Source: an optimization exercise on an open RTL-to-GDS flow (aim: small area and a short achievable clock period). Production flows keep margins and buffers that such runs may drop.
The RTL of this run was laid out without a check of its function.
Power is estimated from default activity; no workload was simulated.

[flow/config.mk]
export PLATFORM = sky130hd
export DESIGN_NAME = altfp_divider_33
export DESIGN_NICKNAME = altfp_divider_33
export VERILOG_FILES = /design/flow/design.v
export SDC_FILE = /design/flow/constraint.sdc
export NUM_CORES = 4
export LEC_CHECK = 0
export CAP_MARGIN = 20
export CORE_MARGIN = 2
export CORE_UTILIZATION = 60
export PLACE_DENSITY = 0.7
export SETUP_SLACK_MARGIN = 2.7
export SLEW_MARGIN = 20
export SYNTH_HIERARCHICAL = 1
[flow/constraint.sdc]
create_clock -name core_clock -period 5.0 [get_ports {clock}]
set_input_delay 1.0000 -clock core_clock [delete_from_list [all_inputs] [get_ports {clock}]]
set_output_delay 1.0000 -clock core_clock [all_outputs]
set_load 0.01 [all_outputs]
[flow/design.v]
module altfp_divider_33 (clk_en, clock, dataa, datab, result);
    input         clk_en;
    input         clock;
    input  [31:0] dataa;
    input  [31:0] datab;
    output [31:0] result;
    localparam NIT = 24;           
    localparam NDLY = 33 - 4 - NIT - 2;
    reg        s1_s;
    reg [7:0]  s1_ea, s1_eb;
    reg [22:0] s1_fa, s1_nfb;    
    always @(posedge clock) if (clk_en) begin
        s1_s  <= dataa[31] ^ datab[31];
        s1_ea <= dataa[30:23];
        s1_eb <= datab[30:23];
        s1_fa <= dataa[22:0];
        s1_nfb <= ~datab[22:0];
    end
    wire a_zero = (s1_ea == 8'd0);
    wire b_zero = (s1_eb == 8'd0);
    wire a_max  = (s1_ea == 8'hff);
    wire b_max  = (s1_eb == 8'hff);
    wire a_nan  = a_max & (s1_fa != 23'd0);
    wire b_nan  = b_max & (s1_nfb != {23{1'b1}});
    wire a_inf  = a_max & ~a_nan;
    wire b_inf  = b_max & ~b_nan;
    wire r_nan  = a_nan | b_nan | (a_zero & b_zero) | (a_inf & b_inf);
    wire r_big  = r_nan | a_inf | b_zero;           
    wire r_spec = r_big | a_zero | b_inf;           
    wire [24:0] cmp_d;
    wire cmp_c;
    div_sub25 u_cmp (.x({2'b01, s1_fa}), .nfb(s1_nfb), .d(cmp_d), .c(cmp_c));
    wire a_lt_b = ~cmp_c;
    reg        s2_s, s2_lt, s2_nan, s2_big, s2_spec;
    reg [9:0]  s2_e;        
    reg [22:0] s2_fa;
    reg [22:0] s2_nfb;
    always @(posedge clock) if (clk_en) begin
        s2_s    <= s1_s;
        s2_lt   <= a_lt_b;
        s2_nan  <= r_nan;
        s2_big  <= r_big;
        s2_spec <= r_spec;
        s2_e    <= {2'b00, s1_ea} - {2'b00, s1_eb};
        s2_fa   <= s1_fa;
        s2_nfb  <= s1_nfb;
    end
    wire [9:0]  e_n  = s2_e + (s2_lt ? 10'd126 : 10'd127);
    wire ovf  = ~e_n[9] & (e_n[8] | (e_n[7:0] == 8'hff));
    wire unf  = e_n[9] | (e_n[8:0] == 9'd0);
    wire big  = s2_big | (~s2_spec & ovf);
    wire kill = s2_spec | ovf | unf;
    reg        s2b_s, s2b_kill, s2b_nan;
    reg [7:0]  s2b_e;
    reg [24:0] s2b_dvd;
    reg [22:0] s2b_nfb;
    always @(posedge clock) if (clk_en) begin
        s2b_s    <= s2_s;
        s2b_kill <= kill;
        s2b_nan  <= s2_nan;
        s2b_e    <= big ? 8'hff : (kill ? 8'h00 : e_n[7:0]);
        s2b_dvd  <= s2_lt ? {1'b1, s2_fa, 1'b0} : {1'b0, 1'b1, s2_fa};
        s2b_nfb  <= s2_nfb;
    end
    wire [24:0] r3;
    wire r3_c;
    div_sub25 u_first (.x(s2b_dvd), .nfb(s2b_nfb), .d(r3), .c(r3_c));
    reg        s3_s;
    reg [7:0]  s3_e;
    reg [22:0] s3_fb;       
    reg [23:0] s3_r;
    always @(posedge clock) if (clk_en) begin
        s3_s  <= s2b_s;
        s3_e  <= s2b_e;
        s3_fb <= s2b_kill ? {23{1'b1}} : s2b_nfb;
        s3_r  <= s2b_kill ? {1'b0, s2b_nan, 22'd0} : r3[23:0];
    end
    wire        it_s  [0:NIT];
    wire [7:0]  it_e  [0:NIT];
    wire [22:0] it_fb [0:NIT];      
    wire [23:0] it_r  [0:NIT];
    wire [NIT-1:0] it_q [0:NIT];
    assign it_s[0]  = s3_s;
    assign it_e[0]  = s3_e;
    assign it_fb[0] = s3_fb;
    assign it_r[0]  = s3_r;
    assign it_q[0]  = {NIT{1'b0}};
    genvar k;
    generate
        for (k = 0; k < NIT; k = k + 1) begin : g_it
            wire [24:0] t;
            wire q;
            div_sub25 u_sub (.x({it_r[k], 1'b0}), .nfb(it_fb[k]), .d(t), .c(q));
            reg        s;
            reg [7:0]  e;
            reg [22:0] fb;
            reg [23:0] r;
            reg [NIT-1:0] qq;
            always @(posedge clock) if (clk_en) begin
                s  <= it_s[k];
                e  <= it_e[k];
                fb <= it_fb[k];
                r  <= q ? t[23:0] : {it_r[k][22:0], 1'b0};
                qq <= {it_q[k][NIT-2:0], q};
            end
            assign it_s[k+1]  = s;
            assign it_e[k+1]  = e;
            assign it_fb[k+1] = fb;
            assign it_r[k+1]  = r;
            assign it_q[k+1]  = qq;
        end
    endgenerate
    reg        st_s, st_st;
    reg [7:0]  st_e;
    reg [23:0] st_q;
    always @(posedge clock) if (clk_en) begin
        st_s  <= it_s[NIT];
        st_e  <= it_e[NIT];
        st_q  <= it_q[NIT];
        st_st <= |it_r[NIT];
    end
    wire inc = st_q[0] & (st_st | st_q[1]);
    wire [22:0] frac = st_q[23:1] + {22'd0, inc};
    wire [31:0] rd [0:NDLY];
    reg  [31:0] rd0;
    always @(posedge clock) if (clk_en) rd0 <= {st_s, st_e, frac};
    assign rd[0] = rd0;
    generate
        for (k = 0; k < NDLY; k = k + 1) begin : g_dly
            reg [31:0] d;
            always @(posedge clock) if (clk_en) d <= rd[k];
            assign rd[k+1] = d;
        end
    endgenerate
    assign result = rd[NDLY];
endmodule
module div_sub25 (x, nfb, d, c);
    input  [24:0] x;
    input  [22:0] nfb;
    output [24:0] d;
    output        c;
    wire [24:0] nd = {2'b10, nfb};           
    wire [24:0] g = x & nd;
    wire [24:0] p = x ^ nd;
    wire g0 = g[0] | p[0];                    
    wire ga0_1;
    div_g_pp u0 (.gh(g[1]), .ph(p[1]), .gl(g0), .g(ga0_1));
    wire ga0_3, pa0_3;
    div_gp_pp u1 (.gh(g[3]), .ph(p[3]), .gl(g[2]), .pl(p[2]), .g(ga0_3), .p(pa0_3));
    wire ga0_5, pa0_5;
    div_gp_pp u2 (.gh(g[5]), .ph(p[5]), .gl(g[4]), .pl(p[4]), .g(ga0_5), .p(pa0_5));
    wire ga0_7, pa0_7;
    div_gp_pp u3 (.gh(g[7]), .ph(p[7]), .gl(g[6]), .pl(p[6]), .g(ga0_7), .p(pa0_7));
    wire ga0_9, pa0_9;
    div_gp_pp u4 (.gh(g[9]), .ph(p[9]), .gl(g[8]), .pl(p[8]), .g(ga0_9), .p(pa0_9));
    wire ga0_11, pa0_11;
    div_gp_pp u5 (.gh(g[11]), .ph(p[11]), .gl(g[10]), .pl(p[10]), .g(ga0_11), .p(pa0_11));
    wire ga0_13, pa0_13;
    div_gp_pp u6 (.gh(g[13]), .ph(p[13]), .gl(g[12]), .pl(p[12]), .g(ga0_13), .p(pa0_13));
    wire ga0_15, pa0_15;
    div_gp_pp u7 (.gh(g[15]), .ph(p[15]), .gl(g[14]), .pl(p[14]), .g(ga0_15), .p(pa0_15));
    wire ga0_17, pa0_17;
    div_gp_pp u8 (.gh(g[17]), .ph(p[17]), .gl(g[16]), .pl(p[16]), .g(ga0_17), .p(pa0_17));
    wire ga0_19, pa0_19;
    div_gp_pp u9 (.gh(g[19]), .ph(p[19]), .gl(g[18]), .pl(p[18]), .g(ga0_19), .p(pa0_19));
    wire ga0_21, pa0_21;
    div_gp_pp u10 (.gh(g[21]), .ph(p[21]), .gl(g[20]), .pl(p[20]), .g(ga0_21), .p(pa0_21));
    wire ga0_23, pa0_23;
    div_gp_pp u11 (.gh(g[23]), .ph(p[23]), .gl(g[22]), .pl(p[22]), .g(ga0_23), .p(pa0_23));
    wire ga1_2;
    div_g_pn u12 (.gh(g[2]), .ph(p[2]), .gl(ga0_1), .g(ga1_2));
    wire ga1_3;
    div_g_nn u13 (.gh(ga0_3), .ph(pa0_3), .gl(ga0_1), .g(ga1_3));
    wire ga1_6, pa1_6;
    div_gp_pn u14 (.gh(g[6]), .ph(p[6]), .gl(ga0_5), .pl(pa0_5), .g(ga1_6), .p(pa1_6));
    wire ga1_7, pa1_7;
    div_gp_nn u15 (.gh(ga0_7), .ph(pa0_7), .gl(ga0_5), .pl(pa0_5), .g(ga1_7), .p(pa1_7));
    wire ga1_10, pa1_10;
    div_gp_pn u16 (.gh(g[10]), .ph(p[10]), .gl(ga0_9), .pl(pa0_9), .g(ga1_10), .p(pa1_10));
    wire ga1_11, pa1_11;
    div_gp_nn u17 (.gh(ga0_11), .ph(pa0_11), .gl(ga0_9), .pl(pa0_9), .g(ga1_11), .p(pa1_11));
    wire ga1_14, pa1_14;
    div_gp_pn u18 (.gh(g[14]), .ph(p[14]), .gl(ga0_13), .pl(pa0_13), .g(ga1_14), .p(pa1_14));
    wire ga1_15, pa1_15;
    div_gp_nn u19 (.gh(ga0_15), .ph(pa0_15), .gl(ga0_13), .pl(pa0_13), .g(ga1_15), .p(pa1_15));
    wire ga1_18, pa1_18;
    div_gp_pn u20 (.gh(g[18]), .ph(p[18]), .gl(ga0_17), .pl(pa0_17), .g(ga1_18), .p(pa1_18));
    wire ga1_19, pa1_19;
    div_gp_nn u21 (.gh(ga0_19), .ph(pa0_19), .gl(ga0_17), .pl(pa0_17), .g(ga1_19), .p(pa1_19));
    wire ga1_22, pa1_22;
    div_gp_pn u22 (.gh(g[22]), .ph(p[22]), .gl(ga0_21), .pl(pa0_21), .g(ga1_22), .p(pa1_22));
    wire ga1_23, pa1_23;
    div_gp_nn u23 (.gh(ga0_23), .ph(pa0_23), .gl(ga0_21), .pl(pa0_21), .g(ga1_23), .p(pa1_23));
    wire ga2_4;
    div_g_pp u24 (.gh(g[4]), .ph(p[4]), .gl(ga1_3), .g(ga2_4));
    wire ga2_5;
    div_g_np u25 (.gh(ga0_5), .ph(pa0_5), .gl(ga1_3), .g(ga2_5));
    wire ga2_6;
    div_g_np u26 (.gh(ga1_6), .ph(pa1_6), .gl(ga1_3), .g(ga2_6));
    wire ga2_7;
    div_g_pp u27 (.gh(ga1_7), .ph(pa1_7), .gl(ga1_3), .g(ga2_7));
    wire ga2_12, pa2_12;
    div_gp_pp u28 (.gh(g[12]), .ph(p[12]), .gl(ga1_11), .pl(pa1_11), .g(ga2_12), .p(pa2_12));
    wire ga2_13, pa2_13;
    div_gp_np u29 (.gh(ga0_13), .ph(pa0_13), .gl(ga1_11), .pl(pa1_11), .g(ga2_13), .p(pa2_13));
    wire ga2_14, pa2_14;
    div_gp_np u30 (.gh(ga1_14), .ph(pa1_14), .gl(ga1_11), .pl(pa1_11), .g(ga2_14), .p(pa2_14));
    wire ga2_15, pa2_15;
    div_gp_pp u31 (.gh(ga1_15), .ph(pa1_15), .gl(ga1_11), .pl(pa1_11), .g(ga2_15), .p(pa2_15));
    wire ga2_20, pa2_20;
    div_gp_pp u32 (.gh(g[20]), .ph(p[20]), .gl(ga1_19), .pl(pa1_19), .g(ga2_20), .p(pa2_20));
    wire ga2_21, pa2_21;
    div_gp_np u33 (.gh(ga0_21), .ph(pa0_21), .gl(ga1_19), .pl(pa1_19), .g(ga2_21), .p(pa2_21));
    wire ga2_22, pa2_22;
    div_gp_np u34 (.gh(ga1_22), .ph(pa1_22), .gl(ga1_19), .pl(pa1_19), .g(ga2_22), .p(pa2_22));
    wire ga2_23, pa2_23;
    div_gp_pp u35 (.gh(ga1_23), .ph(pa1_23), .gl(ga1_19), .pl(pa1_19), .g(ga2_23), .p(pa2_23));
    wire ga3_8;
    div_g_pn u36 (.gh(g[8]), .ph(p[8]), .gl(ga2_7), .g(ga3_8));
    wire ga3_9;
    div_g_nn u37 (.gh(ga0_9), .ph(pa0_9), .gl(ga2_7), .g(ga3_9));
    wire ga3_10;
    div_g_nn u38 (.gh(ga1_10), .ph(pa1_10), .gl(ga2_7), .g(ga3_10));
    wire ga3_11;
    div_g_pn u39 (.gh(ga1_11), .ph(pa1_11), .gl(ga2_7), .g(ga3_11));
    wire ga3_12;
    div_g_nn u40 (.gh(ga2_12), .ph(pa2_12), .gl(ga2_7), .g(ga3_12));
    wire ga3_13;
    div_g_pn u41 (.gh(ga2_13), .ph(pa2_13), .gl(ga2_7), .g(ga3_13));
    wire ga3_14;
    div_g_pn u42 (.gh(ga2_14), .ph(pa2_14), .gl(ga2_7), .g(ga3_14));
    wire ga3_15;
    div_g_nn u43 (.gh(ga2_15), .ph(pa2_15), .gl(ga2_7), .g(ga3_15));
    wire ga3_24, pa3_24;
    div_gp_pn u44 (.gh(g[24]), .ph(p[24]), .gl(ga2_23), .pl(pa2_23), .g(ga3_24), .p(pa3_24));
    wire ga4_16;
    div_g_pp u45 (.gh(g[16]), .ph(p[16]), .gl(ga3_15), .g(ga4_16));
    wire ga4_17;
    div_g_np u46 (.gh(ga0_17), .ph(pa0_17), .gl(ga3_15), .g(ga4_17));
    wire ga4_18;
    div_g_np u47 (.gh(ga1_18), .ph(pa1_18), .gl(ga3_15), .g(ga4_18));
    wire ga4_19;
    div_g_pp u48 (.gh(ga1_19), .ph(pa1_19), .gl(ga3_15), .g(ga4_19));
    wire ga4_20;
    div_g_np u49 (.gh(ga2_20), .ph(pa2_20), .gl(ga3_15), .g(ga4_20));
    wire ga4_21;
    div_g_pp u50 (.gh(ga2_21), .ph(pa2_21), .gl(ga3_15), .g(ga4_21));
    wire ga4_22;
    div_g_pp u51 (.gh(ga2_22), .ph(pa2_22), .gl(ga3_15), .g(ga4_22));
    wire ga4_23;
    div_g_np u52 (.gh(ga2_23), .ph(pa2_23), .gl(ga3_15), .g(ga4_23));
    wire ga4_24;
    div_g_np u53 (.gh(ga3_24), .ph(pa3_24), .gl(ga3_15), .g(ga4_24));
    assign d[0] = ~p[0];
    assign d[1] = p[1] ^ g0;
    assign d[2] = p[2] ~^ ga0_1;
    assign d[3] = p[3] ~^ ga1_2;
    assign d[4] = p[4] ^ ga1_3;
    assign d[5] = p[5] ~^ ga2_4;
    assign d[6] = p[6] ^ ga2_5;
    assign d[7] = p[7] ^ ga2_6;
    assign d[8] = p[8] ~^ ga2_7;
    assign d[9] = p[9] ~^ ga3_8;
    assign d[10] = p[10] ^ ga3_9;
    assign d[11] = p[11] ^ ga3_10;
    assign d[12] = p[12] ~^ ga3_11;
    assign d[13] = p[13] ^ ga3_12;
    assign d[14] = p[14] ~^ ga3_13;
    assign d[15] = p[15] ~^ ga3_14;
    assign d[16] = p[16] ^ ga3_15;
    assign d[17] = p[17] ~^ ga4_16;
    assign d[18] = p[18] ^ ga4_17;
    assign d[19] = p[19] ^ ga4_18;
    assign d[20] = p[20] ~^ ga4_19;
    assign d[21] = p[21] ^ ga4_20;
    assign d[22] = p[22] ~^ ga4_21;
    assign d[23] = p[23] ~^ ga4_22;
    assign d[24] = p[24] ^ ga4_23;
    assign c = ga4_24;
endmodule
module div_g_nn (gh, ph, gl, g);
    input gh, ph, gl;
    output g;
    assign g = (~gh | (~ph & ~gl));
endmodule
module div_g_np (gh, ph, gl, g);
    input gh, ph, gl;
    output g;
    assign g = (~gh | (~ph & gl));
endmodule
module div_g_pn (gh, ph, gl, g);
    input gh, ph, gl;
    output g;
    assign g = ~(gh | (ph & ~gl));
endmodule
module div_g_pp (gh, ph, gl, g);
    input gh, ph, gl;
    output g;
    assign g = ~(gh | (ph & gl));
endmodule
module div_gp_nn (gh, ph, gl, pl, g, p);
    input gh, ph, gl, pl;
    output g, p;
    assign g = (~gh | (~ph & ~gl));
    assign p = (~ph & ~pl);
endmodule
module div_gp_np (gh, ph, gl, pl, g, p);
    input gh, ph, gl, pl;
    output g, p;
    assign g = (~gh | (~ph & gl));
    assign p = (~ph & pl);
endmodule
module div_gp_pn (gh, ph, gl, pl, g, p);
    input gh, ph, gl, pl;
    output g, p;
    assign g = ~(gh | (ph & ~gl));
    assign p = ~(ph & ~pl);
endmodule
module div_gp_pp (gh, ph, gl, pl, g, p);
    input gh, ph, gl, pl;
    output g, p;
    assign g = ~(gh | (ph & gl));
    assign p = ~(ph & pl);
endmodule
[flow/run.sh]
#!/bin/bash
# synth_recipe.tcl (not shown) runs the flow's synth.tcl, then flattens the netlist and writes it again
# the make line also repeats each setting of config.mk as NAME=value (left out here)
make -C /OpenROAD-flow-scripts/flow DESIGN_CONFIG=/design/flow/config.mk WORK_HOME=/design/flow/orfs CLKGATE_MAP_FILE= SYNTH_SCRIPT=/design/flow/synth_recipe.tcl finish
==> reports/metrics.csv <==
metric,value,unit
Worst-Margin Slew,1080,ps
# nets final,8864,
DRT antenna net count,0,
final setup fails,0,
Critical Path Max Stage Delay,430,ps
DR vias/cell,5.41,
fraction of layout cells with a size suffix above 1,47.0,%
Comb pwr share,50.9,%
yosys warns,7,
Post-Syn Area,98300,um2
status,timing/DRC/antenna clean,
relative slew slack,27.4,%
CTS tree,done,
largest net degree at the start of global routing,129,
clk buf depth,3,
initial antenna violation count,1,
Clock Sink Count,2020,
cells after synthesis,6933,
"Max FO, Critical Path",6,
clk_skew,28.9,ps
WL/cell,19.4,um
Critical-path top delay cell,edfxtp_1,
clock network power share,18.2,%
placer congestion estimate,0.796,
Total Neg Setup Slack,0,ps
post-DP HPWL,117,mm
Max Slew Vio Count,0,
Die ar.,167000,um2
R2R Setup Slk,2370,ps
leakage,49.1,nW
Post-Route WL,204,mm
Tot GR Track Use,23.3,%
sequential share of power,30.9,%
Num CTS Buffers,207,
Core Area,163000,um2
vias in the first global route,58800,
max-cap violations,0,
row count,148,
I/O pins,98,
Worst-Skew Late Latency,860,ps
fin crit share,52.6,%
final hold slack,407,ps
worst hold path class,flop to flop,
switching power share of the total,33.3,%
Highest Clock Rate,0.380,GHz
Power Density,661,nW/um2
Worst Path Arrival,3230,ps
fill count,8453,
Die X,409,um
Port Buf Inserts,97,
final number of hold-violating endpoints,0,
Worst IR Drop VDD,0.510,mV
H-Tree Level Count,4,
Worst-path clk slew,60,ps
Detailed Route Iter0 Violations,2610,
drt pass-1 iters,5,
CP required,5600,ps
worst path cell trace,"ha_4, nand2_2, nor2_2, a21oi_4, o21ai_4, clkinvlp_4, buf_6, o21ai_4, clkbuf_16, mux2_4",
Initial Util,60.4,%
DRC violations left,0,
critical path capture point type,flop,
global-route wire length before repair,308,mm
Syn Area/Cell,14.2,um2
internal power,57.5,mW
area added between synthesis and finish,32.7,%
hold buffer count at CTS,0,
Critical Path Source Type,flop,
Most common cell on crit path,o21ai_4,
minimum clock period,2630,ps
via count,57000,
total gr overflow,0,
RSZ-0062 raised after global routing,true,
Root Driver,clkbuf_16,
worst setup path class,flop to flop,
Die Y-Extent,409,um
Sw Pwr,28.7,mW
per-stage QoR:
stage                     power, mW  area, um2  instances  setup slack [ps]  util (%)
after floorplan                52.6     104000       6959              2480         -
after global placement         56.0     107000       9219              1500      65.5
after detailed placement       57.3     107000       9226              1480      65.6
after global routing           90.5     130000      10500              2310      80.1
after CTS                      82.2     125000      10200              2350      76.8
final                          86.2     130000      10500              2370      80.1
sequential cells by signal (all words and copies together), names as in the netlist, 23 cells and up:
signal and flops:
s3_fb 23, s3_r 24, s1_nfb 23, g_it.e 192, s2b_dvd 24, s1_fa 23, g_dly.d 96, st_q 24
g_it.fb 529, g_it.qq 300, s2b_nfb 23, g_it.s 24, s2_fa 23, rd0 32, g_it.r 576, s2_nfb 23
final cells by class:
cell class	count	area (um2)	area share, %
Tap cell	2175	2720	2.09
Timing Repair Buffer	1096	10700	8.18
Sequential cell	2020	60700	46.5
Antenna cell	1	2.50	0.00192
Clock inverter	150	1680	1.29
Clock buffer	238	5300	4.06
Multi-Input combinational cell	4165	46700	35.8
Inverter	698	2680	2.05
worst paths after layout:
check	startpoint	endpoint	cells after the start
max	g_it[21].fb[5]	g_it[22].r[23]	10
max reg2reg	g_it[21].fb[5]	g_it[22].r[23]	10
min reg2reg	g_it[9].qq[9]	g_it[10].qq[10]	0
min	g_it[9].qq[9]	g_it[10].qq[10]	0
placed cells by master (no fill, tap or decap), drive strengths merged, types with 2 or more instances in the layout:
| master | count |
|---|---|
| nand4 | 12 |
| inv | 697 |
| clkdlybuf4s50 | 64 |
| bufinv | 30 |
| and2 | 26 |
| nand2 | 405 |
| and3 | 2 |
| clkinv | 104 |
| o21ai | 519 |
| or4 | 2 |
| nor2b | 126 |
| edfxtp | 2020 |
| or2 | 24 |
| mux2 | 575 |
| a21oi | 846 |
| clkinvlp | 17 |
| nand2b | 153 |
| nor2 | 143 |
| nand3 | 18 |
| xnor2 | 350 |
| conb | 53 |
| xor2 | 259 |
| and4 | 2 |
| buf | 1029 |
| nor3 | 4 |
| ha | 609 |
| nor4 | 17 |
| a31oi | 3 |
| nor3b | 3 |
| a21o | 6 |
| clkbuf | 240 |
timing repair:
item                                    in CTS  in global routing
gates resized for setup                   1069                441
cloned                                      38                  2
setup buffers                              509                379
endpoints found under the setup margin     653                636
pin swaps                                  321                335
worst max-delay path: cells and delay by family, from the launching register on:
kind	cells	cell delay, ps
adders and majority gates	1	320
buffers and inverters	3	540
AOI/OAI and AO/OA	3	520
DFF	1	430
and+or+nand+nor	2	250
muxes	1	300
power by group through the flow:
stage / clock (mW) / combinational, mW / sequential, mW
5_1_grt: 16.6 / 46.9 / 27.0
3_5_place_dp: 0 / 31.2 / 26.1
2_1_floorplan: 0 / 27.3 / 25.3
3_3_place_gp: 0 / 30.0 / 26.0
6_report: 15.7 / 43.9 / 26.7
4_1_cts: 16.0 / 39.7 / 26.4
routing by layer:
metal	share of wire [%]	wire (um)	track usage, %
met5	0	0	0
met3	2.5	5210	2.97
met4	4.8	9870	10.8
met2	56	114000	45.4
met1	37	75000	24.5

static timing again, ports no longer ideal:
The results above use ideal ports. As a check the final layout listed here was re-extracted and re-timed, cells and wires unchanged. Step 1: set_driving_cell puts a clkbuf_16 on clock and a buf_2 on each other input, an assumption about the parent block. Step 2 moves the port delays by t, midway between the first and last clock arrival at a register: inputs arrive t later, outputs are due t later. That takes back most of the time a late clock gives input paths. Slacks: no drivers / after step 1 / after step 2; pairs: no drivers / after step 1.
shift t [ns]: 0.934
setup WS [ns]: 2.371 / 2.371 / 2.085
worst slew at a driven data input, ns: 0.08
After both steps this run still meets setup and hold. For this run, drivers alone change the setup slack by 0.000 ns; drivers and shift together by -0.286 ns.
